Context: an optimization exercise on an open-source flow, tuned for small area and a short achievable clock period. The choices shown serve that exercise and are no tape-out recipe. RTL that was checked went through simulation tests only; none was proved equivalent to the original. No functional check of the RTL was part of runs 2 to 4. Power figures rest on the tool's default switching activity, not on a simulated workload.

==> config.mk <==
export PLATFORM = sky130hd
export DESIGN_NAME = computation_module
export DESIGN_NICKNAME = computation_module
export VERILOG_FILES = /design/flow/design.v
export SDC_FILE = /design/flow/constraint.sdc
export NUM_CORES = 4
export LEC_CHECK = 0
export CAP_MARGIN = 20
export CORE_MARGIN = 2
export CORE_UTILIZATION = 40
export SLEW_MARGIN = 20
==> design.v <==
module and_gate(a,b,out);
    input a,b;
    output out;
    assign out = a&&b;
endmodule
module not_gate (a, out); 
	input a;
	output out;
	assign out = !a;
endmodule
module or_gate (a, b, out); 
	input a, b;
	output out;
	assign out = a || b;	
endmodule
module full_adder(a,b,cin,sum,cout);
    input a, b, cin;
    output sum, cout;
    assign cout = a&b | b&cin | cin&a;
    assign sum = a^b^cin;
endmodule
module eight_bit_adder(a,b,cin,sum,cout);
    input [7:0] a, b;
	input cin;
	output [7:0] sum;
	output cout;
	wire cout1, cout2, cout3, cout4, cout5, cout6, cout7;
	full_adder fa0 (.a(a[0]), .b(b[0]), .cin(cin), .sum(sum[0]), .cout(cout1));
	full_adder fa1 (.a(a[1]), .b(b[1]), .cin(cout1), .sum(sum[1]), .cout(cout2));
	full_adder fa2 (.a(a[2]), .b(b[2]), .cin(cout2), .sum(sum[2]), .cout(cout3));
	full_adder fa3 (.a(a[3]), .b(b[3]), .cin(cout3), .sum(sum[3]), .cout(cout4));
	full_adder fa4 (.a(a[4]), .b(b[4]), .cin(cout4), .sum(sum[4]), .cout(cout5));
	full_adder fa5 (.a(a[5]), .b(b[5]), .cin(cout5), .sum(sum[5]), .cout(cout6));
	full_adder fa6 (.a(a[6]), .b(b[6]), .cin(cout6), .sum(sum[6]), .cout(cout7));
	full_adder fa7 (.a(a[7]), .b(b[7]), .cin(cout7), .sum(sum[7]), .cout(cout));
endmodule
module multiplier(a, b , product);
	input [7:0] a, b;
	output [7:0] product;
	wire  cout1,cout2,cout3,cout4,cout5,cout6,cout7;
	wire [7:0] AND_0,AND_1,AND_2,AND_3,AND_4,AND_5,AND_6,AND_7;
	wire [7:0] ADD_0,ADD_1,ADD_2,ADD_3,ADD_4,ADD_5,ADD_6;
	      and_gate a0_0(a[0], b[0], AND_0[0]);
	      and_gate a0_1(a[0], b[1], AND_0[1]);
	      and_gate a0_2(a[0], b[2], AND_0[2]);
	      and_gate a0_3(a[0], b[3], AND_0[3]);
	      and_gate a0_4(a[0], b[4], AND_0[4]);
	      and_gate a0_5(a[0], b[5], AND_0[5]);
	      and_gate a0_6(a[0], b[6], AND_0[6]);
	      and_gate a0_7(a[0], b[7], AND_0[7]);
	      and_gate a1_0(a[1], b[0], AND_1[0]);
	      and_gate a1_1(a[1], b[1], AND_1[1]);
	      and_gate a1_2(a[1], b[2], AND_1[2]);
	      and_gate a1_3(a[1], b[3], AND_1[3]);
	      and_gate a1_4(a[1], b[4], AND_1[4]);
	      and_gate a1_5(a[1], b[5], AND_1[5]);
	      and_gate a1_6(a[1], b[6], AND_1[6]);
	      and_gate a1_7(a[1], b[7], AND_1[7]);
	      and_gate a2_0(a[2], b[0], AND_2[0]);
	      and_gate a2_1(a[2], b[1], AND_2[1]);
	      and_gate a2_2(a[2], b[2], AND_2[2]);
	      and_gate a2_3(a[2], b[3], AND_2[3]);
	      and_gate a2_4(a[2], b[4], AND_2[4]);
	      and_gate a2_5(a[2], b[5], AND_2[5]);
    	  and_gate a2_6(a[2], b[6], AND_2[6]);
	      and_gate a2_7(a[2], b[7], AND_2[7]);
	      and_gate a3_0(a[3], b[0], AND_3[0]);
          and_gate a3_1(a[3], b[1], AND_3[1]);
          and_gate a3_2(a[3], b[2], AND_3[2]);
          and_gate a3_3(a[3], b[3], AND_3[3]);
          and_gate a3_4(a[3], b[4], AND_3[4]);
          and_gate a3_5(a[3], b[5], AND_3[5]);
          and_gate a3_6(a[3], b[6], AND_3[6]);
          and_gate a3_7(a[3], b[7], AND_3[7]);
          and_gate a4_0(a[4], b[0], AND_4[0]);
          and_gate a4_1(a[4], b[1], AND_4[1]);
          and_gate a4_2(a[4], b[2], AND_4[2]);
          and_gate a4_3(a[4], b[3], AND_4[3]);
          and_gate a4_4(a[4], b[4], AND_4[4]);
          and_gate a4_5(a[4], b[5], AND_4[5]);
          and_gate a4_6(a[4], b[6], AND_4[6]);
          and_gate a4_7(a[4], b[7], AND_4[7]);
	      and_gate a5_0(a[5], b[0], AND_5[0]);
          and_gate a5_1(a[5], b[1], AND_5[1]);
          and_gate a5_2(a[5], b[2], AND_5[2]);
          and_gate a5_3(a[5], b[3], AND_5[3]);
          and_gate a5_4(a[5], b[4], AND_5[4]);
          and_gate a5_5(a[5], b[5], AND_5[5]);
          and_gate a5_6(a[5], b[6], AND_5[6]);
          and_gate a5_7(a[5], b[7], AND_5[7]);
	      and_gate a6_0(a[6], b[0], AND_6[0]);
          and_gate a6_1(a[6], b[1], AND_6[1]);
          and_gate a6_2(a[6], b[2], AND_6[2]);
          and_gate a6_3(a[6], b[3], AND_6[3]);
          and_gate a6_4(a[6], b[4], AND_6[4]);
          and_gate a6_5(a[6], b[5], AND_6[5]);
          and_gate a6_6(a[6], b[6], AND_6[6]);
          and_gate a6_7(a[6], b[7], AND_6[7]);
	      and_gate a7_0(a[7], b[0], AND_7[0]);
          and_gate a7_1(a[7], b[1], AND_7[1]);
          and_gate a7_2(a[7], b[2], AND_7[2]);
          and_gate a7_3(a[7], b[3], AND_7[3]);
          and_gate a7_4(a[7], b[4], AND_7[4]);
          and_gate a7_5(a[7], b[5], AND_7[5]);
          and_gate a7_6(a[7], b[6], AND_7[6]);
          and_gate a7_7(a[7], b[7], AND_7[7]);
	eight_bit_adder Add0({1'b0,AND_0[7:1]}, AND_1,1'b0 ,ADD_0, cout1);
	eight_bit_adder Add1({cout1,ADD_0[7:1]}, AND_2, 1'b0, ADD_1, cout2);
	eight_bit_adder Add2({cout2,ADD_1[7:1]}, AND_3, 1'b0, ADD_2, cout3);
	eight_bit_adder Add3({cout3,ADD_2[7:1]}, AND_4, 1'b0, ADD_3, cout4);
	eight_bit_adder Add4({cout4,ADD_3[7:1]}, AND_5, 1'b0, ADD_4, cout5);
	eight_bit_adder Add5({cout5,ADD_4[7:1]}, AND_6, 1'b0, ADD_5, cout6);
	eight_bit_adder Add6({cout6,ADD_5[7:1]}, AND_7, 1'b0, ADD_6, cout7);
	assign product =  {ADD_6[0],ADD_5[0],ADD_4[0],ADD_3[0],ADD_2[0],ADD_1[0],ADD_0[0],AND_0[0]};
endmodule
module singlePE(clk, rst, in_a,in_b,b_en, p_sum,out_a,out_b,out_conv);
    input clk, rst, b_en;
    input [7:0] in_a,in_b, p_sum;
    output reg [7:0] out_a, out_b;
    output [7:0] out_conv;   
    reg [7:0] pre_out;
    wire[7:0]  a_product_b;
    wire cout;
    always @(posedge clk or posedge rst)begin
        if(rst) begin
            out_a <= 8'd0;
            out_b <= 8'd0;   
            pre_out <= 8'd0;
        end
        else begin
            out_a <= in_a;
            pre_out<=p_sum;
            if(b_en==1) begin
             out_b <= in_b;
          end
        end
     end
    multiplier m1(out_a, out_b, a_product_b);
    eight_bit_adder a1(pre_out,a_product_b,1'b0,out_conv,cout);
endmodule
module two_to_one_mux_gatelevel_module (a, b, s, out);
	input a, b;
	input s;	
	output out;
	wire not_1_output;
	wire and_1_output, and_2_output;
	not_gate not_1(.a(s), .out(not_1_output));
	and_gate and_1(.a(a), .b(not_1_output), .out(and_1_output));
	and_gate and_2(.a(b), .b(s), .out(and_2_output));
	or_gate or_1(.a(and_1_output), .b(and_2_output), .out(out));
endmodule
module two_to_one_eight_mux(a, b, s, out);
    input [7:0] a, b;
    input s;
    output [7:0] out;
    two_to_one_mux_gatelevel_module out0(.a(a[0]), .b(b[0]), .s(s), .out(out[0]));
    two_to_one_mux_gatelevel_module out1(.a(a[1]), .b(b[1]), .s(s), .out(out[1]));
    two_to_one_mux_gatelevel_module out2(.a(a[2]), .b(b[2]), .s(s), .out(out[2]));
    two_to_one_mux_gatelevel_module out3(.a(a[3]), .b(b[3]), .s(s), .out(out[3]));
    two_to_one_mux_gatelevel_module out4(.a(a[4]), .b(b[4]), .s(s), .out(out[4]));
    two_to_one_mux_gatelevel_module out5(.a(a[5]), .b(b[5]), .s(s), .out(out[5]));
    two_to_one_mux_gatelevel_module out6(.a(a[6]), .b(b[6]), .s(s), .out(out[6]));
    two_to_one_mux_gatelevel_module out7(.a(a[7]), .b(b[7]), .s(s), .out(out[7]));
endmodule
module four_to_one_mux_behavioral_module (a, b, c, d, s0, s1, out);
	input a, b, c, d;
	input s0, s1;	
	output out;
	reg out;
	always@(a or b or c or d or s0 or s1)
	begin
		case({s1, s0})
			2'b00 : out = a;
			2'b01 : out = b;
			2'b10 : out = c;
			2'b11 : out = d;
		endcase
	end
endmodule
module four_to_one_eight_mux(a, b, c, d, s, out);
    input [7:0] a, b, c, d;
    input [1:0] s;
    output [7:0] out;
    four_to_one_mux_behavioral_module out0(.a(a[0]), .b(b[0]), .c(c[0]), .d(d[0]), .s0(s[0]), .s1(s[1]), .out(out[0]));
    four_to_one_mux_behavioral_module out1(.a(a[1]), .b(b[1]), .c(c[1]), .d(d[1]), .s0(s[0]), .s1(s[1]), .out(out[1]));
    four_to_one_mux_behavioral_module out2(.a(a[2]), .b(b[2]), .c(c[2]), .d(d[2]), .s0(s[0]), .s1(s[1]), .out(out[2]));
    four_to_one_mux_behavioral_module out3(.a(a[3]), .b(b[3]), .c(c[3]), .d(d[3]), .s0(s[0]), .s1(s[1]), .out(out[3]));
    four_to_one_mux_behavioral_module out4(.a(a[4]), .b(b[4]), .c(c[4]), .d(d[4]), .s0(s[0]), .s1(s[1]), .out(out[4]));
    four_to_one_mux_behavioral_module out5(.a(a[5]), .b(b[5]), .c(c[5]), .d(d[5]), .s0(s[0]), .s1(s[1]), .out(out[5]));
    four_to_one_mux_behavioral_module out6(.a(a[6]), .b(b[6]), .c(c[6]), .d(d[6]), .s0(s[0]), .s1(s[1]), .out(out[6]));
    four_to_one_mux_behavioral_module out7(.a(a[7]), .b(b[7]), .c(c[7]), .d(d[7]), .s0(s[0]), .s1(s[1]), .out(out[7]));
endmodule
module one_to_four_demux (a, s0, s1, out1, out2, out3, out4);
	input a;
	input s0, s1;	
	output out1, out2, out3, out4;
	reg out1, out2, out3, out4;
	always@(a or s1 or s0)
	begin
		case({s1, s0})
			2'b00 : {out1, out2, out3, out4} = {a, 3'b000};
			2'b01 : {out1, out2, out3, out4} = {1'b0, a, 2'b00};
			2'b10 : {out1, out2, out3, out4} = {2'b00, a, 1'b0};
			2'b11 : {out1, out2, out3, out4} = {3'b000, a};
		endcase
	end
endmodule
module one_to_four_eight_demux(a, s, out1, out2, out3, out4);
    input [7:0] a;
    input [1:0] s;
    output [7:0] out1, out2, out3, out4;
    one_to_four_demux OUT0(.a(a[0]), .s0(s[0]), .s1(s[1]), .out1(out1[0]), .out2(out2[0]), .out3(out3[0]), .out4(out4[0]));
    one_to_four_demux OUT1(.a(a[1]), .s0(s[0]), .s1(s[1]), .out1(out1[1]), .out2(out2[1]), .out3(out3[1]), .out4(out4[1]));
    one_to_four_demux OUT2(.a(a[2]), .s0(s[0]), .s1(s[1]), .out1(out1[2]), .out2(out2[2]), .out3(out3[2]), .out4(out4[2]));
    one_to_four_demux OUT3(.a(a[3]), .s0(s[0]), .s1(s[1]), .out1(out1[3]), .out2(out2[3]), .out3(out3[3]), .out4(out4[3]));
    one_to_four_demux OUT4(.a(a[4]), .s0(s[0]), .s1(s[1]), .out1(out1[4]), .out2(out2[4]), .out3(out3[4]), .out4(out4[4]));
    one_to_four_demux OUT5(.a(a[5]), .s0(s[0]), .s1(s[1]), .out1(out1[5]), .out2(out2[5]), .out3(out3[5]), .out4(out4[5]));
    one_to_four_demux OUT6(.a(a[6]), .s0(s[0]), .s1(s[1]), .out1(out1[6]), .out2(out2[6]), .out3(out3[6]), .out4(out4[6]));
    one_to_four_demux OUT7(.a(a[7]), .s0(s[0]), .s1(s[1]), .out1(out1[7]), .out2(out2[7]), .out3(out3[7]), .out4(out4[7]));
endmodule
module CM_Serial(a, b, clk, rst, mux_reset, out);
    input clk;
    input rst;   
    input mux_reset;
    input  [7:0] a, b;
    output [7:0] out;
    wire [7:0] mux_out;
    singlePE PE1(.clk(clk), .rst(rst), .in_a(a), .in_b(b), .b_en(1'b1), .p_sum(mux_out), 
	.out_a(), .out_b(), .out_conv(out));
    two_to_one_eight_mux MUX(.a(out), .b(8'd0), .s(mux_reset), .out(mux_out));
endmodule
module SA_3x3(clk, rst, A_in_1, A_in_2, A_in_3, B_in_1, B_in_2, B_in_3, P1_en , C_out);
  input clk, rst, P1_en;
  input [7:0] A_in_1, A_in_2, A_in_3, B_in_1, B_in_2, B_in_3;
  output [7:0] C_out;
  wire[7:0]  a_bridge[5:0], b_bridge[5:0], out_bridge[5:0];  
  wire [7:0] result1, result2, result3, temp;
  singlePE PE11(.clk(clk), .rst(rst), .in_a(A_in_1), .in_b(B_in_1), .b_en(P1_en), .p_sum(8'd0), .out_a(a_bridge[0]), .out_b(b_bridge[0]), .out_conv(out_bridge[0]));
  singlePE PE12(.clk(clk), .rst(rst), .in_a(a_bridge[0]), .in_b(B_in_2), .b_en(P1_en), .p_sum(8'd0), .out_a(a_bridge[1]), .out_b(b_bridge[1]), .out_conv(out_bridge[1]));
  singlePE PE13(.clk(clk), .rst(rst), .in_a(a_bridge[1]), .in_b(B_in_3), .b_en(P1_en), .p_sum(8'd0), .out_a(), .out_b(b_bridge[2]), .out_conv(out_bridge[2]));
  singlePE PE21(.clk(clk), .rst(rst), .in_a(A_in_2), .in_b(b_bridge[0]), .b_en(P1_en), .p_sum(out_bridge[0]), .out_a(a_bridge[2]), .out_b(b_bridge[3]), .out_conv(out_bridge[3]));
  singlePE PE22(.clk(clk), .rst(rst), .in_a(a_bridge[2]), .in_b(b_bridge[1]), .b_en(P1_en), .p_sum(out_bridge[1]), .out_a(a_bridge[3]), .out_b(b_bridge[4]), .out_conv(out_bridge[4]));
  singlePE PE23(.clk(clk), .rst(rst), .in_a(a_bridge[3]), .in_b(b_bridge[2]), .b_en(P1_en), .p_sum(out_bridge[2]), .out_a(), .out_b(b_bridge[5]), .out_conv(out_bridge[5]));
  singlePE PE31(.clk(clk), .rst(rst), .in_a(A_in_3), .in_b(b_bridge[3]), .b_en(P1_en), .p_sum(out_bridge[3]), .out_a(a_bridge[4]), .out_b(), .out_conv(result1));
  singlePE PE32(.clk(clk), .rst(rst), .in_a(a_bridge[4]), .in_b(b_bridge[4]), .b_en(P1_en), .p_sum(out_bridge[4]), .out_a(a_bridge[5]), .out_b(), .out_conv(result2));
  singlePE PE33(.clk(clk), .rst(rst), .in_a(a_bridge[5]), .in_b(b_bridge[5]), .b_en(P1_en), .p_sum(out_bridge[5]), .out_a(), .out_b(), .out_conv(result3));
  eight_bit_adder ADD1(.a(result1), .b(result2), .cin(1'b0), .sum(temp), .cout());
  eight_bit_adder ADD2(.a(temp), .b(result3), .cin(1'b0), .sum(C_out), .cout());
endmodule
module accumulator(clk, rst, ctrl, p_sum,out_conv);
    input clk, rst;
    input [2:0] ctrl;
    input [7:0] p_sum;
    output [7:0] out_conv;
    reg [7:0] temp;   
    reg [7:0] c11, c12, c21, c22;
    always @(posedge clk or posedge rst)begin
        if(rst) begin
	       c11<=8'd0;
	       c12<=8'd0;
	       c21<=8'd0;
	       c22<=8'd0;
	       temp<=8'd0;   
        end
        else begin
	         if (ctrl[2]==1) begin
	           case(ctrl[1:0])
	             2'b00: begin c11<=c11+p_sum; temp<=c11+p_sum; end
	             2'b01: begin c12<=c12+p_sum; temp<=c12+p_sum; end
	             2'b10: begin c21<=c21+p_sum; temp<=c21+p_sum; end             
	             2'b11: begin c22<=c22+p_sum; temp<=c22+p_sum; end
	           endcase
	         end
          	else begin
	           temp<=0; end
	      end
  end
  assign out_conv=temp;
endmodule
module SA_2x2(clk, rst, A_in_1, A_in_2, B_in_1, B_in_2, P2_en, c_sel, SAout);
  input clk, rst;
  input [7:0] A_in_1, A_in_2, B_in_1, B_in_2;
  input [1:0] P2_en;
  input [2:0] c_sel;
  output [7:0] SAout;
  wire[7:0]  a_bridge[1:0], b_bridge[1:0], out_bridge[1:0];  
  wire [7:0] result1, result2, temp; 
  singlePE PE11(.clk(clk), .rst(rst), .in_a(A_in_1), .in_b(B_in_1), .b_en(P2_en[0]), .p_sum(8'd0), .out_a(a_bridge[0]), .out_b(b_bridge[0]), .out_conv(out_bridge[0]));
  singlePE PE12(.clk(clk), .rst(rst), .in_a(a_bridge[0]), .in_b(B_in_2), .b_en(P2_en[0]), .p_sum(8'd0), .out_a(), .out_b(b_bridge[1]), .out_conv(out_bridge[1]));
  singlePE PE21(.clk(clk), .rst(rst), .in_a(A_in_2), .in_b(b_bridge[0]), .b_en(P2_en[1]), .p_sum(out_bridge[0]), .out_a(a_bridge[1]), .out_b(), .out_conv(result1));
  singlePE PE22(.clk(clk), .rst(rst), .in_a(a_bridge[1]), .in_b(b_bridge[1]), .b_en(P2_en[1]), .p_sum(out_bridge[1]), .out_a(), .out_b(), .out_conv(result2));
  eight_bit_adder ADD1(.a(result1), .b(result2), .cin(1'b0), .sum(temp), .cout());
  accumulator acc(.clk(clk), .rst(rst), .ctrl(c_sel), .p_sum(temp), .out_conv(SAout));
endmodule
module computation_module(clk, rst, a_1, a_2, a_3, b_1, b_2, b_3, P1_en, P2_en, mux_reset,c_sel, sel_m, out);
  input clk, rst;
  input[7:0] a_1, a_2, a_3;
  input [7:0] b_1, b_2, b_3;
  input [1:0] sel_m;
  input mux_reset, P1_en;
  input [2:0] c_sel;
  input [1:0] P2_en;
  output [7:0] out;
  wire [7:0] s_a1, p1_a1, p1_a2, p1_a3, p2_a1, p2_a2, s_b1, p1_b1, p1_b2, p1_b3, p2_b1, p2_b2;
  wire [7:0] out_s, out_p1, out_p2;
  one_to_four_eight_demux demux_A1(a_1, sel_m,,s_a1, p1_a1, p2_a1);
  one_to_four_eight_demux demux_A2(a_2, sel_m,,,p1_a2, p2_a2);
  one_to_four_eight_demux demux_A3(a_3, sel_m,,,p1_a3,);
  one_to_four_eight_demux demux_B1(b_1, sel_m,,s_b1, p1_b1, p2_b1);  
  one_to_four_eight_demux demux_B2(b_2, sel_m,,,p1_b2, p2_b2);
  one_to_four_eight_demux demux_B3(b_3, sel_m,,,p1_b3,);
  CM_Serial Serial(.a(s_a1), .b(s_b1), .clk(clk), .rst(rst), .mux_reset(mux_reset), .out(out_s));
  SA_3x3 Parallel1(.clk(clk), .rst(rst), .A_in_1(p1_a1), .A_in_2(p1_a2), .A_in_3(p1_a3), .B_in_1(p1_b1), .B_in_2(p1_b2), .B_in_3(p1_b3), .P1_en(P1_en), .C_out(out_p1));
  SA_2x2 Parallel2(.clk(clk), .rst(rst), .A_in_1(p2_a1), .A_in_2(p2_a2), .B_in_1(p2_b1), .B_in_2(p2_b2), .P2_en(P2_en), .c_sel(c_sel), .SAout(out_p2));
  four_to_one_eight_mux conv_out(.a(8'd0), .b(out_s), .c(out_p1), .d(out_p2), .s(sel_m), .out(out[7:0]));
endmodule
==> constraint.sdc <==
create_clock -name core_clock -period 11.0 [get_ports {clk}]
set_input_delay 2.2000 -clock core_clock [delete_from_list [all_inputs] [get_ports {clk}]]
set_output_delay 2.2000 -clock core_clock [all_outputs]
set_load 0.01 [all_outputs]
==> run.sh <==
#!/bin/bash
# synth_recipe.tcl (not shown) runs the flow's synth.tcl, then flattens the netlist and writes it again
# the make line also repeats each setting of config.mk as NAME=value (left out here)
make -C /OpenROAD-flow-scripts/flow DESIGN_CONFIG=/design/flow/config.mk WORK_HOME=/design/flow/orfs CLKGATE_MAP_FILE= SYNTH_SCRIPT=/design/flow/synth_recipe.tcl finish
==> results of run 1 <==
Yosys cell counts (3+ instances only):
library cell  number  share of area (%)
a211oi_1           3              0.091
a21o_1             6               0.18
a21oi_1           15               0.30
a22o_1             6               0.21
and2_1           290                7.4
and3_1            19               0.48
buf_4              8               0.24
clkbuf_1          44               0.67
dfrtp_1          336                 34
fa_1             286                 23
ha_1             124                6.3
inv_1            395                6.0
mux2_2            77                3.5
mux4_2             6               0.55
nand2_1          317                4.8
nand2b_1           4               0.10
nand3_1           27               0.55
nand3b_1           3              0.091
nor2_1            15               0.23
nor2b_1           14               0.35
nor3_1             4              0.081
o211ai_1           4               0.12
o21ai_0           54                1.1
o21bai_1           3              0.091
o22ai_1           16               0.41
xnor2_1          184                6.5
xor2_1            44                1.6
where the power goes:
part | internal, mW | switching (mW) | leakage (nW) | total, mW
Sequential | 1.37 | 0.135 | 4.49 | 1.51
Combinational | 0.464 | 0.542 | 8.18 | 1.01
Clock | 0.919 | 0.540 | 0.711 | 1.46
worst max-delay path by stage:
stage / from / endpoint / cells after the start
after floorplan: Parallel1.PE31.out_a[0]$_DFF_PP0_ / out[7] / 33
after global placement: Parallel1.PE31.out_a[0]$_DFF_PP0_ / out[7] / 33
after detailed placement: Parallel1.PE32.out_a[0]$_DFF_PP0_ / out[7] / 33
after CTS: Parallel1.PE31.out_a[0]$_DFF_PP0_ / out[7] / 33
after global routing: Parallel1.PE32.out_a[0]$_DFF_PP0_ / out[7] / 32
final: Parallel1.PE32.out_a[0]$_DFF_PP0_ / out[7] / 33
worst register-to-register path, delay by kind of cell (launching register included):
family / cells / cell delay [ns]
and+or+nand+nor: 3 / 0.42
adders and majority gates: 14 / 5.73
AOI/OAI and AO/OA: 4 / 0.83
xor gates and xnor gates: 2 / 0.34
buffers and inverters: 8 / 0.55
DFF: 1 / 0.53
timing repair:
action                     CTS  global route
gates resized for setup      7            37
setup endpoints to repair    1             1
setup buffers                0             3
pin swaps                    9            28
final cells by class:
class                      count  area share [%]
clock buffer                  56            4.13
clock inverter                16            1.08
inverter                     396            5.35
multi-input combinational   1539            52.6
sequential                   336            30.2
tap                          790            3.55
timing repair buffer          87            3.06
layer usage:
layer  wire, um  up-vias
met4       1640        0
met2      26000      244
met3       1830       83
met1      27100     8044
met5          0        -
li1           -     7204
cells by family (layout without fill, tap and decap cells):
kind of cell / Yosys count / after routing / share of synthesized area, %
muxes: 83 / 83 / 4.06
AOI/OAI and AO/OA: 115 / 115 / 2.79
adders and majority gates: 410 / 410 / 29.5
DFF: 336 / 336 / 34.1
and+or+nand+nor: 699 / 699 / 14.2
xor gates and xnor gates: 232 / 232 / 8.44
buffers and inverters: 448 / 555 / 6.94
metrics by stage:
stage               cell area (um^2)  setup WS, ns  hold slack (ns)  power [mW]
CTS                            27700        0.0107            0.416        4.01
global route                   27900       -0.0478            0.418        4.20
global placement               26200         0.200            0.386        2.49
detailed placement             26200        0.0592            0.393        2.53
floorplan                      24700         0.978            0.354        2.20
finish                         27900         0.318            0.404        3.97
==> impl_metrics.env, run 1 <==
export IMPL_htree_levels=2
export IMPL_nNetsFinal=2868
export IMPL_met1_usage_pct=26.7
export IMPL_reg2reg_from="Parallel2.PE21.out_b[1]$_DFFE_PP0P_"
export IMPL_required_ns=8.80
export IMPL_core_area_um2=61400
export IMPL_hpwl_um=44300
export IMPL_vias_per_cell=4.84
export IMPL_dieWidth_um=252
export IMPL_cts_root_buf="clkbuf_16"
export IMPL_cts_buffers=39
export IMPL_final_antenna_net_count=0
export IMPL_max_freq_mhz=93.6
export IMPL_fin_crit_sh_pct=97.1
export IMPL_clk_latency_ns=0.57
export IMPL_p_leak_nw=13.4
export IMPL_worst_ep_arrival_time_ns=8.48
export IMPL_outcome="complete, no violations"
export IMPL_grt_pass1_vias=16804
export IMPL_drt_iter0_markers=886
export IMPL_synth_seq_cells=336
export IMPL_slew_headroom_pct=20.5
export IMPL_track_usage_pct=18.5
export IMPL_endpoint_kind="output pin"
export IMPL_cts_hold_buf=0
export IMPL_cts_buffer_depth=3
export IMPL_hold_violations=0
export IMPL_crit_fanout=2
export IMPL_syn_inst=2323
export IMPL_rsz0062_at_grt="true"
export IMPL_syn_nets=2792
export IMPL_dieHeight_um=252
export IMPL_cts_sinks=336
export IMPL_seqCellArea_um2=8410
export IMPL_clkTransAtPathRegs_ns=0.06
export IMPL_nFillCells=5630
export IMPL_hold_start="Parallel2.PE11.out_a[7]$_DFF_PP0_"
export IMPL_multi_input_area_um2=14700
export IMPL_worst_pin_slew_ns=1.19
export IMPL_met2_usage_pct=29.1
export IMPL_dieArea_um2=63700
export IMPL_avgSynthCellArea_um2=10.6
export IMPL_synth_top_flop_cell="dfrtp_1"
export IMPL_instances_no_fill=3220
export IMPL_cts_tree="done"
export IMPL_drv_slew=0
export IMPL_cp_start_kind="flip-flop"
export IMPL_hp_class="flip-flop to flip-flop"
export IMPL_final_common_cell="inv_1"
export IMPL_ios=67
export IMPL_grt_max_degree=182
export IMPL_yosysSeqAreaShare_pct=34.1
export IMPL_port_buffers=66
export IMPL_grt_overflow=0
export IMPL_rows=91
export IMPL_path_common_cell="inv_2"
export IMPL_antenna_found_initial=1
export IMPL_wirelength_um=56500
export IMPL_fin_util_pct=45.4
export IMPL_crit_type="flip-flop to output pin"
export IMPL_async_reset_ff_share_pct=100
export IMPL_start_util_pct=40.2
export IMPL_synth_warnings=6
export IMPL_synth_area_um2=24700
export IMPL_cap_violations=0
export IMPL_ir_drop_uv=105
export IMPL_n_antenna_cell=0
export IMPL_regToRegEndpoint="Parallel2.acc.temp[7]$_DFF_PP0_"
export IMPL_hold_path_cell_count=0
export IMPL_worst_path_buf_inv=10
export IMPL_setup_viol=0
export IMPL_min_to="Parallel2.PE12.out_a[7]$_DFF_PP0_"
export IMPL_area_delta_synth_final_pct=12.9
export IMPL_drive_gt1_share_pct=8.93
export IMPL_powerDensity_nw_per_um2=143
export IMPL_synth_cell_types=42
export IMPL_synth_edf_count=0
export IMPL_finalCriticalPeriod_ns=10.68
export IMPL_rrSetupSlack_ns=2.46
export IMPL_dr_pass1_iters=6
export IMPL_drc_errors=0
export IMPL_reg2reg_depth=31
export IMPL_critPathSlowestCell="fa_2"
export IMPL_grt_busiest_layer="met2"
export IMPL_skew_ns=0.0225
export IMPL_grt_pass1_wl_um=91800
export IMPL_cpPeakStageDelay_ns=0.57
export IMPL_wire_per_inst_um=17.5
export IMPL_place_congestion=0.886
export IMPL_cp_top_family="adder cells"
export IMPL_fin_setup_tns_ns=0
export IMPL_vias=15575
export IMPL_use_met3_pct=2.29
export IMPL_final_cell_mix="inv_1, dfrtp_1, nand2_1, and2_1, fa_1"
export IMPL_placedCellCount=3143
==> run 2, diff against run 1 <==
==> design.v (replaced) <==
module computation_module(clk, rst, a_1, a_2, a_3, b_1, b_2, b_3, P1_en, P2_en, mux_reset, c_sel, sel_m, out);
  input clk, rst;
  input [7:0] a_1, a_2, a_3;
  input [7:0] b_1, b_2, b_3;
  input [1:0] sel_m;
  input mux_reset, P1_en;
  input [2:0] c_sel;
  input [1:0] P2_en;
  output reg [7:0] out;
  wire s1 = sel_m == 2'b01, s2 = sel_m == 2'b10, s3 = sel_m == 2'b11;
  reg [7:0] Rs;
  reg [7:0] A11, A12, A13, A21, A22, A23, A31, A32;
  reg [7:0] B11, B12, B13, B21, B22, B23, B31, B32, B33;
  reg [7:0] P21, P22, P23;
  reg [7:0] O3;
  reg [7:0] C11, C12, C21, C22, D11, D12, D21, D22, Q21, Q22;
  reg [7:0] c0, c1, c2, c3, T;
  wire [7:0] Bn31 = P1_en ? B21 : B31;
  wire [7:0] Bn32 = P1_en ? B22 : B32;
  wire [7:0] Bn33 = P1_en ? B23 : B33;
  wire [7:0] a3g = s2 ? a_3 : 8'd0;
  wire [7:0] O3n = P21 + A21*B21 + P22 + A22*B22 + P23 + A23*B23 + a3g*Bn31 + A31*Bn32 + A32*Bn33;
  wire [7:0] a1s = s1 ? a_1 : 8'd0;
  wire [7:0] Rsn = (mux_reset ? 8'd0 : Rs) + a1s*b_1;
  reg [7:0] slot;
  always @(*) case (c_sel[1:0])
    2'd0: slot = c0; 2'd1: slot = c1; 2'd2: slot = c2; default: slot = c3;
  endcase
  wire [7:0] acc = slot + Q21 + C21*D21 + Q22 + C22*D22;
  always @(posedge clk or posedge rst) begin
    if (rst) begin
      Rs <= 0; O3 <= 0;
      A11 <= 0; A12 <= 0; A13 <= 0; A21 <= 0; A22 <= 0; A23 <= 0; A31 <= 0; A32 <= 0;
      B11 <= 0; B12 <= 0; B13 <= 0; B21 <= 0; B22 <= 0; B23 <= 0; B31 <= 0; B32 <= 0; B33 <= 0;
      P21 <= 0; P22 <= 0; P23 <= 0;
      C11 <= 0; C12 <= 0; C21 <= 0; C22 <= 0; D11 <= 0; D12 <= 0; D21 <= 0; D22 <= 0; Q21 <= 0; Q22 <= 0;
      c0 <= 0; c1 <= 0; c2 <= 0; c3 <= 0; T <= 0;
    end else begin
      Rs <= Rsn;
      O3 <= O3n;
      A11 <= s2 ? a_1 : 8'd0; A12 <= A11; A13 <= A12;
      A21 <= s2 ? a_2 : 8'd0; A22 <= A21; A23 <= A22;
      A31 <= a3g; A32 <= A31;
      if (P1_en) begin
        B11 <= s2 ? b_1 : 8'd0; B12 <= s2 ? b_2 : 8'd0; B13 <= s2 ? b_3 : 8'd0;
        B21 <= B11; B22 <= B12; B23 <= B13;
        B31 <= B21; B32 <= B22; B33 <= B23;
      end
      P21 <= A11*B11; P22 <= A12*B12; P23 <= A13*B13;
      C11 <= s3 ? a_1 : 8'd0; C12 <= C11;
      C21 <= s3 ? a_2 : 8'd0; C22 <= C21;
      if (P2_en[0]) begin D11 <= s3 ? b_1 : 8'd0; D12 <= s3 ? b_2 : 8'd0; end
      if (P2_en[1]) begin D21 <= D11; D22 <= D12; end
      Q21 <= C11*D11; Q22 <= C12*D12;
      if (c_sel[2]) begin
        T <= acc;
        case (c_sel[1:0])
          2'd0: c0 <= acc; 2'd1: c1 <= acc; 2'd2: c2 <= acc; default: c3 <= acc;
        endcase
      end else T <= 8'd0;
    end
  end
  always @(*) case (sel_m)
    2'b00: out = 8'd0;
    2'b01: out = Rs;
    2'b10: out = O3;
    default: out = T;
  endcase
endmodule
==> run 2 against run 1 <==
Compared with the run above:
- still clean on timing, DRC and antenna
- synthesized cell count shrank 0.86%
- die area shrank 1.1%
- global-route usage grew 2.1 points
- synthesized area shrank 1.1%
- sequential cell count shrank 40
- combinational power shrank 3%
- first-iteration DRC count grew 2.6%
- utilization shrank 0.33 points
- critical path type is now primary input to flip-flop
- largest cell class unchanged
- largest power group unchanged
==> impl_metrics.env, run 2 <==
export IMPL_synthTopCellsByArea="dfrtp_1, fa_1, ha_1, xnor2_1, and2_1"
export IMPL_finalCriticalPeriod_ns=9.47
export IMPL_required_ns=11.44
export IMPL_critPathSlowestCell="clkdlybuf4s50_1"
export IMPL_cap_violations=0
export IMPL_hold_start="C11[7]$_DFF_PP0_"
export IMPL_cts_sinks=296
export IMPL_clk_latency_ns=0.58
export IMPL_vias=15551
export IMPL_setup_viol=0
export IMPL_ir_drop_uv=136
export IMPL_dr_pass1_iters=5
export IMPL_drc_errors=0
export IMPL_cts_setup_buffers=0
export IMPL_placedCellCount=3115
export IMPL_crit_type="primary input to flip-flop"
export IMPL_synth_largest_area_cell="dfrtp_1"
export IMPL_grt_busiest_layer="met2"
export IMPL_synth_top_flop_cell="dfrtp_1"
export IMPL_crit_fanout=12
export IMPL_outcome="complete, no violations"
export IMPL_hp_class="flip-flop to flip-flop"
export IMPL_worst_pin_slew_ns=0.852
export IMPL_path_common_cell="fa_1"
export IMPL_area_delta_synth_final_pct=11.4
export IMPL_synth_edf_count=0
export IMPL_slew_headroom_pct=43.2
export IMPL_pre_cts_ws_ns=1.01
export IMPL_avgSynthCellArea_um2=10.6
export IMPL_ys_top_cells_by_count="inv_1, dfrtp_1, and2_1"
export IMPL_hold_violations=0
export IMPL_yosysTopAreaCellShare_pct=30.3
export IMPL_place_congestion=0.917
export IMPL_dieWidth_um=251
export IMPL_final_antenna_net_count=0
export IMPL_drt_iter0_markers=909
export IMPL_worst_path_buf_inv=7
export IMPL_worst_ep_arrival_time_ns=9.91
export IMPL_use_met3_pct=3.50
export IMPL_synth_seq_cells=296
export IMPL_htree_levels=2
export IMPL_drv_slew=0
export IMPL_cp_start_kind="primary input"
export IMPL_antenna_found_initial=3
export IMPL_setup_slack_ns=1.53
export IMPL_reg2reg_from="B21[3]$_DFFE_PP0P_"
export IMPL_fin_crit_sh_pct=86.1
export IMPL_port_buffers=66
export IMPL_max_freq_mhz=106
export IMPL_clkTransAtPathRegs_ns=0.06
export IMPL_fin_setup_tns_ns=0
export IMPL_grt_overflow=0
export IMPL_ios=67
export IMPL_syn_nets=2851
export IMPL_powerDensity_nw_per_um2=132
export IMPL_drive_gt1_share_pct=7.25
export IMPL_rsz0062_at_grt="false"
export IMPL_cts_tree="done"
export IMPL_synth_area_um2=24400
export IMPL_cp_startpoint="sel_m[1]"
export IMPL_grt_pass1_wl_um=99100
export IMPL_endpoint_kind="flip-flop"
export IMPL_fin_util_pct=45.1
export IMPL_cts_buffer_depth=3
export IMPL_dpl_cell_area_um2=25900
export IMPL_vias_per_cell=4.89
export IMPL_hpwl_um=48900
export IMPL_ctsResizeCount=0
export IMPL_core_area_um2=60400
export IMPL_yosysSeqAreaShare_pct=30.3
export IMPL_final_cell_mix="inv_1, dfrtp_1, and2_1, fa_1, nand2_1"
export IMPL_skew_ns=0.0227
export IMPL_start_util_pct=40.4
export IMPL_dieHeight_um=251
export IMPL_instances_no_fill=3183
export IMPL_cp_top_family="adder cells"
export IMPL_rows=90
export IMPL_syn_inst=2303
export IMPL_final_common_cell="inv_1"
export IMPL_fin_area_um2=27200
export IMPL_cts_root_buf="clkbuf_16"
export IMPL_yosysMostFrequentCell="inv_1"
export IMPL_dieArea_um2=63000
export IMPL_cpPeakStageDelay_ns=0.72
export IMPL_grt_pass1_vias=17300
export IMPL_grt_max_degree=111
export IMPL_met2_usage_pct=33.8
export IMPL_synth_cell_types=39
export IMPL_nNetsFinal=2921
export IMPL_wirelength_um=61800
export IMPL_async_reset_ff_share_pct=100
export IMPL_track_usage_pct=20.6
export IMPL_synth_warnings=1
export IMPL_wire_per_inst_um=19.4
export IMPL_cts_buffers=37
export IMPL_nFillCells=5710
export IMPL_met1_usage_pct=27.7
export IMPL_cts_hold_buf=0
export IMPL_p_leak_nw=13.5
-- run 2: area by class of cell --
cell class	count	area (um^2)	area share, %
timing repair buffer	78	763	2.81
clock buffer	52	1060	3.91
inverter	417	1570	5.78
tap	782	978	3.60
clock inverter	14	196	0.722
multi-input combinational	1543	15200	55.9
sequential	296	7410	27.2
antenna	1	2.50	0.00920
-- run 2: power breakdown --
part	internal, mW	leakage (nW)	switching (mW)
Combinational	0.437	8.95	0.538
Sequential	1.23	3.95	0.139
Clock	0.750	0.621	0.505
-- run 2: stage by stage --
stage | power (mW) | hold WS [ns]
after floorplan | 1.99 | 0.354
after global placement | 2.34 | 0.360
after detailed placement | 2.36 | 0.364
after CTS | 3.65 | 0.371
after global routing | 3.81 | 0.380
final | 3.60 | 0.368
-- run 2: path summary, 6_finish.rpt --
check,endpoint,slack (ns),cells past startpoint
worst max-delay path,O3[7]$_DFF_PP0_,1.53,26
worst min-delay path,C12[7]$_DFF_PP0_,0.37,0
worst max register to register,O3[7]$_DFF_PP0_,3.36,24
worst min register to register,C12[7]$_DFF_PP0_,0.37,0
max in group asynchronous,A23[3]$_DFF_PP0_,7.45,3
min in group asynchronous,A11[5]$_DFF_PP0_,2.13,2
-- run 2: kinds of logic after synthesis --
| kind of cell | after synthesis | share of synthesized area (%) |
|---|---|---|
| compound gates | 97 | 2.36 |
| xor+xnor | 234 | 8.74 |
| fa+ha+maj | 489 | 33.0 |
| buf+inv | 464 | 7.32 |
| flops | 296 | 30.3 |
| mux | 96 | 5.02 |
| simple gates | 627 | 13.2 |
-- run 2: per-layer routing --
layer	routed length, um	share of wire [%]
met2	29400	48
met5	13	0.021
met4	2020	3.3
met1	27300	44
met3	3100	5.0
==> run 3, diff against run 2 <==
==> flow/run.sh (new file) <==
#!/bin/bash
set -euo pipefail
cd "$(dirname "$0")/.."
bash standard.sh ADDER_MAP_FILE= finish > standard_flow.log 2>&1
==> standard.sh (new file) <==
#!/bin/bash
# synth_recipe.tcl (not shown) runs the flow's synth.tcl, then flattens the netlist and writes it again
# the make line also repeats each setting of config.mk as NAME=value (left out here)
make -C /OpenROAD-flow-scripts/flow DESIGN_CONFIG=/design/flow/config.mk WORK_HOME=/design/flow/orfs CLKGATE_MAP_FILE= SYNTH_SCRIPT=/design/flow/synth_recipe.tcl "${@:-finish}"
removed: run.sh
==> run 3 against run 2 <==
Compared with the run above:
- clock power barely moved
- critical path depth decreased by 8
- clock-buffer cell count down 1
- largest power group unchanged
- highest routed layer is now met4
==> impl_metrics.env, run 3 <==
export IMPL_outcome="complete, no violations"
export IMPL_critPathSlowestCell="buf_4"
export IMPL_fin_setup_tns_ns=0
export IMPL_ios=67
export IMPL_ir_drop_uv=108
export IMPL_final_common_cell="nand2_1"
export IMPL_grt_pass1_vias=20713
export IMPL_synth_seq_cells=296
export IMPL_async_reset_ff_share_pct=100
export IMPL_vias=22321
export IMPL_yosysTopAreaCellShare_pct=27.4
export IMPL_clk_latency_ns=0.57
export IMPL_synth_area_um2=27000
export IMPL_yosysSeqAreaShare_pct=27.4
export IMPL_synth_warnings=1
export IMPL_synth_largest_area_cell="dfrtp_1"
export IMPL_wire_per_inst_um=18.1
export IMPL_cts_root_buf="clkbuf_16"
export IMPL_yosysMostFrequentCell="nand2_1"
export IMPL_fin_crit_sh_pct=70.0
export IMPL_place_congestion=0.907
export IMPL_worst_ep_arrival_time_ns=8.11
export IMPL_start_util_pct=40.3
export IMPL_syn_nets=3340
export IMPL_nNetsFinal=3302
export IMPL_cts_sinks=296
export IMPL_cts_tree="done"
export IMPL_total_power_mw=3.88
export IMPL_powerDensity_nw_per_um2=132
export IMPL_ys_top_cells_by_count="nand2_1, xnor2_1, dfrtp_1"
export IMPL_hpwl_um=56300
export IMPL_pre_cts_ws_ns=2.79
export IMPL_skew_ns=0.0348
export IMPL_dieArea_um2=69700
export IMPL_p_leak_nw=11.1
export IMPL_setup_viol=0
export IMPL_slew_headroom_pct=34.0
export IMPL_setup_slack_ns=3.30
export IMPL_cts_setup_buffers=0
export IMPL_rows=95
export IMPL_final_antenna_net_count=0
export IMPL_dieHeight_um=264
export IMPL_drive_gt1_share_pct=5.84
export IMPL_dr_pass1_iters=5
export IMPL_syn_inst=3281
export IMPL_cts_buffer_depth=3
export IMPL_synthTopCellsByArea="dfrtp_1, xnor2_1, nand2_1, xor2_1, maj3_1"
export IMPL_cts_buffers=37
export IMPL_hold_violations=0
export IMPL_path_common_cell="xnor3_1"
export IMPL_antenna_found_initial=3
export IMPL_drt_iter0_markers=1677
export IMPL_cap_violations=0
export IMPL_area_delta_synth_final_pct=9.13
export IMPL_drv_slew=0
export IMPL_track_usage_pct=21.2
export IMPL_core_area_um2=67000
export IMPL_htree_levels=2
export IMPL_cp_start_kind="primary input"
export IMPL_nFillCells=6709
export IMPL_vias_per_cell=5.39
export IMPL_grt_pass1_wl_um=117000
export IMPL_port_buffers=66
export IMPL_hp_class="flip-flop to flip-flop"
export IMPL_crit_type="primary input to flip-flop"
export IMPL_final_cell_mix="nand2_1, xnor2_1, dfrtp_1, xor2_1, nor2_1"
export IMPL_ctsResizeCount=0
export IMPL_synth_cell_types=86
export IMPL_wirelength_um=74900
export IMPL_max_freq_mhz=130
export IMPL_synth_top_flop_cell="dfrtp_1"
export IMPL_endpoint_kind="flip-flop"
export IMPL_drc_errors=0
export IMPL_grt_max_degree=110
export IMPL_crit_fanout=86
export IMPL_avgSynthCellArea_um2=8.24
export IMPL_clkTransAtPathRegs_ns=0.06
export IMPL_rsz0062_at_grt="false"
export IMPL_finalCriticalPeriod_ns=7.70
export IMPL_cpPeakStageDelay_ns=0.77
export IMPL_crit_chain="buf_4, buf_4, mux2i_1, inv_2, and2_1, xnor3_1, maj3_2, a211oi_2, xor2_1, xnor3_1, xnor2_2, xor3_1, maj3_1, xor2_1, xnor2_1, a311o_1, a31oi_1, xnor3_1"
export IMPL_cts_hold_buf=0
export IMPL_dieWidth_um=264
export IMPL_required_ns=11.41
export IMPL_synth_edf_count=0
export IMPL_grt_overflow=0
export IMPL_worst_pin_slew_ns=0.987
## run 3: metrics by stage
step	util (%)	cells	hold WS, ns	cell area, um^2
2_1_floorplan	-	3281	0.352	27000
3_3_place_gp	42.2	4077	0.363	28300
3_5_place_dp	42.2	4077	0.362	28300
4_1_cts	44.0	4144	0.374	29500
5_1_grt	44.0	4144	0.389	29500
6_report	44.0	4145	0.370	29500
## run 3: cell type report
| type | instances | area (um^2) | area share, % |
|---|---|---|---|
| antenna | 1 | 2.50 | 0.00848 |
| clock buffer | 51 | 1050 | 3.56 |
| clock inverter | 16 | 190 | 0.645 |
| inverter | 101 | 387 | 1.31 |
| multi-input combinational | 2730 | 18600 | 63.2 |
| sequential | 296 | 7410 | 25.1 |
| tap | 873 | 1090 | 3.70 |
| timing repair buffer | 77 | 736 | 2.49 |
## run 3: cells by family after synthesis
kind of cell    count (synthesis)  synth area share (%)
simple gates                 1195                  19.6
xor+xnor                      760                  27.1
compound gates                530                  12.3
flops                         296                  27.4
buf+inv                       255                  3.69
fa+ha+maj                     142                  5.27
mux                           103                  4.68
## run 3: per-layer routing
metal / GRT usage (%) / wire length [um] / vias up
met4: 5.18 / 1500 / 0
met1: 30.9 / 36000 / 10683
met5: 0 / 0 / -
met3: 2.77 / 4290 / 89
met2: 33.1 / 33100 / 571
li1: - / - / 10978
## run 3: final timing paths
check	startpoint	endpoint	slack (ns)	cells past startpoint
max	P1_en	O3[7]$_DFF_PP0_	3.30	18
max reg2reg	B22[1]$_DFFE_PP0P_	O3[7]$_DFF_PP0_	5.31	17
min	C11[7]$_DFF_PP0_	C12[7]$_DFF_PP0_	0.37	0
max in group asynchronous	rst	A11[7]$_DFF_PP0_	7.28	3
min reg2reg	C11[7]$_DFF_PP0_	C12[7]$_DFF_PP0_	0.37	0
min in group asynchronous	rst	c1[6]$_DFFE_PP0P_	2.17	2
## run 3: critical path, delay by kind of cell
kind | cells | cell delay, ns
AOI/OAI and AO/OA | 3 | 0.74
xor gates and xnor gates | 8 | 2.33
adders and majority gates | 2 | 0.71
buffers and inverters | 3 | 1.37
muxes | 1 | 0.45
and+or+nand+nor | 1 | 0.24
## run 3: where the power goes
part,switching (mW),total [mW],internal (mW)
sequential,0.169,1.40,1.23
clock,0.514,1.26,0.745
combinational,0.656,1.22,0.569
==> run 4, diff against run 3 <==
--- a/config.mk
+++ b/config.mk
@@ -9,3 +9,4 @@
 export CORE_MARGIN = 2
 export CORE_UTILIZATION = 40
+export SETUP_SLACK_MARGIN = 5
 export SLEW_MARGIN = 20
==> run 4 against run 3 <==
Compared with the run above:
- clock-buffer cell count unchanged
- sequential share of layout area is 1.1 points lower
- power is 2.7% higher
- first-iteration DRC count is 2.3% lower
- sequential cell count unchanged
- cell area rose by 4.5%
- synthesized cell count did not move
- non-clock buffer count grew 65
- utilization is 2.0 points higher
- critical path depth up 1
- critical endpoint unchanged
- highest routed layer unchanged
==> impl_metrics.env, run 4 <==
export IMPL_final_antenna_net_count=0
export IMPL_area_delta_synth_final_pct=14.1
export IMPL_holdWs_ns=0.377
export IMPL_worst_pin_slew_ns=1.11
export IMPL_synth_top_flop_cell="dfrtp_1"
export IMPL_reg2reg_from="B22[1]$_DFFE_PP0P_"
export IMPL_setup_slack_ns=4.66
export IMPL_hold_path_cell_count=0
export IMPL_power_share_clock_pct=30.8
export IMPL_instances_no_fill=4207
export IMPL_cts_buffers=37
export IMPL_synth_compound_area_share_pct=12.3
export IMPL_max_freq_mhz=158
export IMPL_total_power_mw=3.98
export IMPL_synthAdderAreaFrac_pct=5.27
export IMPL_synth_warnings=1
export IMPL_internal_power_mw=2.62
export IMPL_hold_violations=0
export IMPL_avgSynthCellArea_um2=8.24
export IMPL_synth_cell_types=86
export IMPL_nNetsFinal=3367
export IMPL_antenna_found_initial=0
export IMPL_grt_pass1_vias=21105
export IMPL_fin_setup_tns_ns=0
export IMPL_synth_largest_area_cell="dfrtp_1"
export IMPL_n_antenna_cell=0
export IMPL_clk_latency_ns=0.56
export IMPL_regToRegEndpoint="O3[7]$_DFF_PP0_"
export IMPL_slew_headroom_pct=25.5
export IMPL_vias_per_cell=5.40
export IMPL_grt_pass1_wl_um=121000
export IMPL_drive_gt1_share_pct=10.4
export IMPL_synthXorXnorAreaFrac_pct=27.1
export IMPL_synth_area_um2=27000
export IMPL_hpwl_um=56700
export IMPL_clkTransAtPathRegs_ns=0.06
export IMPL_ys_top_cells_by_count="nand2_1, xnor2_1, dfrtp_1"
export IMPL_placedCellCount=4076
export IMPL_reg2reg_depth=16
export IMPL_cts_sinks=296
export IMPL_rows=95
export IMPL_async_reset_ff_share_pct=100
export IMPL_hold_start="A22[7]$_DFF_PP0_"
export IMPL_hp_class="flip-flop to flip-flop"
export IMPL_dieHeight_um=264
export IMPL_htree_levels=2
export IMPL_vias=22707
export IMPL_syn_inst=3281
export IMPL_yosysSeqAreaShare_pct=27.4
export IMPL_grt_overflow=0
export IMPL_drc_errors=0
export IMPL_skew_ns=0.0410
export IMPL_cts_buffer_depth=3
export IMPL_ir_drop_uv=110
export IMPL_finalCriticalPeriod_ns=6.34
export IMPL_rsz0062_at_grt="true"
export IMPL_synthTopCellsByArea="dfrtp_1, xnor2_1, nand2_1, xor2_1, maj3_1"
export IMPL_cts_hold_buf=0
export IMPL_worst_path_buf_inv=3
export IMPL_fin_crit_sh_pct=57.7
export IMPL_dr_pass1_iters=6
export IMPL_cpPeakStageDelay_ns=0.44
export IMPL_ios=67
export IMPL_endpoint_kind="flip-flop"
export IMPL_fin_area_um2=30800
export IMPL_fin_util_pct=46.0
export IMPL_p_comb_share_pct=34.1
export IMPL_synth_seq_cells=296
export IMPL_p_sw_share_pct=34.3
export IMPL_final_cell_mix="nand2_1, xnor2_1, dfrtp_1, xor2_1, nor2_1"
export IMPL_critPathSlowestCell="xnor3_2"
export IMPL_cts_tree="done"
export IMPL_power_net_switching_mw=1.37
export IMPL_final_common_cell="nand2_1"
export IMPL_yosysMostFrequentCell="nand2_1"
export IMPL_crit_type="primary input to flip-flop"
export IMPL_cp_start_kind="primary input"
export IMPL_drt_iter0_markers=1639
export IMPL_crit_fanout=8
export IMPL_wirelength_um=78100
export IMPL_synth_top_family_by_area="XOR/XNOR gates"
export IMPL_pre_cts_ws_ns=2.87
export IMPL_drv_slew=0
export IMPL_core_area_um2=67000
export IMPL_setup_viol=0
export IMPL_dieWidth_um=264
export IMPL_cap_violations=0
export IMPL_port_buffers=66
export IMPL_required_ns=11.41
export IMPL_synth_simple_area_share_pct=19.6
export IMPL_place_congestion=0.893
export IMPL_synth_mux_area_fraction_pct=4.68
export IMPL_worst_ep_arrival_time_ns=6.75
export IMPL_powerDensity_nw_per_um2=129
export IMPL_outcome="complete, no violations"
export IMPL_nFillCells=6574
export IMPL_cts_root_buf="clkbuf_16"
export IMPL_p_leak_nw=11.7
export IMPL_syn_nets=3340
export IMPL_crit_chain="buf_16, buf_16, mux2_4, buf_6, or3_1, a31o_1, and3_4, o21ai_2, xor2_2, xor2_2, xnor3_2, xnor2_2, xor3_2, maj3_2, xor2_2, xnor2_2, a211o_1, a31oi_1, xnor3_1"
export IMPL_dieArea_um2=69700
export IMPL_grt_max_degree=149
export IMPL_synth_edf_count=0
export IMPL_pwr_share_seq_pct=35.1
export IMPL_rrSetupSlack_ns=5.64
export IMPL_dpl_cell_area_um2=28400
export IMPL_cp_startpoint="P1_en"
export IMPL_min_to="A23[7]$_DFF_PP0_"
export IMPL_track_usage_pct=22.0
export IMPL_start_util_pct=40.3
export IMPL_yosysTopAreaCellShare_pct=27.4
export IMPL_path_common_cell="xor2_2"
export IMPL_cp_top_family="XOR/XNOR gates"
export IMPL_wire_per_inst_um=18.6
## run 4: cell counts after synthesis
No cell type changed its count.
## run 4: power groups by stage
stage / Combinational, mW / Sequential [mW] / Clock, mW
3_5_place_dp: 1.23 / 1.41 / 0
3_3_place_gp: 1.21 / 1.41 / 0
2_1_floorplan: 1.01 / 1.31 / 0
4_1_cts: 1.30 / 1.39 / 1.26
6_report: 1.36 / 1.40 / 1.23
5_1_grt: 1.48 / 1.42 / 1.30
## run 4: worst max-delay path by stage
stage / cells after the start / to
6_report: 19 / O3[7]$_DFF_PP0_
5_1_grt: 20 / O3[7]$_DFF_PP0_
4_1_cts: 18 / O3[7]$_DFF_PP0_
3_5_place_dp: 19 / O3[7]$_DFF_PP0_
3_3_place_gp: 19 / O3[7]$_DFF_PP0_
2_1_floorplan: 18 / O3[7]$_DFF_PP0_
## run 4: per-layer routing
layer  global-route usage, %  part of all wire, %
met5                       0                    0
met4                    5.90                  2.5
met3                    3.53                  6.2
met2                    34.1                   44
met1                    31.7                   47
## run 4: area by class of cell
class | count | area [um^2] | share of cell area [%]
clock inverters | 14 | 155 | 0.503
multi-input cells | 2730 | 19200 | 62.1
inverters | 101 | 398 | 1.29
clock buffers | 51 | 1070 | 3.47
flip-flops and latches | 296 | 7410 | 24.0
well taps | 873 | 1090 | 3.54
repair buffers | 142 | 1570 | 5.08
## run 4: logic make-up after synthesis
logic type               Yosys count
buffers and inverters            255
XOR/XNOR                         760
adder cells (fa/ha/maj)          142
multiplexers                     103
AO/OA/AOI/OAI                    530
AND/OR/NAND/NOR                 1195
flip-flops                       296
## run 4: what timing repair did
action	4_1_cts	5_1_grt
gates resized for setup	72	63
buffers inserted	38	19
pin swaps	20	18
endpoints found under the setup margin	20	11
cloned	9	0

==> static timing again, ports no longer ideal <==
How much do the figures lean on ideal ports? The routed layouts below were timed once more, with nothing changed but the port constraints.
Step 1 assumes that a clkbuf_16 drives the clock port and a buf_2 every other input.
Step 2 moves the port delays by t, midway between the first and last clock arrival at a register: inputs arrive t later, outputs are due t later. That takes back most of the time a late clock gives input paths.
Slacks: ideal / step 1 / step 2; pairs: ideal / step 1.
| run | t (ns) | setup WS [ns] | clock arrival spread, ns |
|---|---|---|---|
| run 1 | 0.617 | 0.318 / 0.259 / 0.876 | 0.022 / 0.023 |
| run 2 | 0.623 | 1.529 / 1.561 / 0.937 | 0.025 / 0.025 |
| run 3 | 0.609 | 3.299 / 3.329 / 2.721 | 0.035 / 0.035 |
| run 4 | 0.601 | 4.655 / 4.442 / 3.841 | 0.041 / 0.041 |
After both steps setup and hold are still met in every run listed. The setup slack of run 4, which loses most, moves by -0.213 ns with the drivers and by -0.814 ns with both steps.
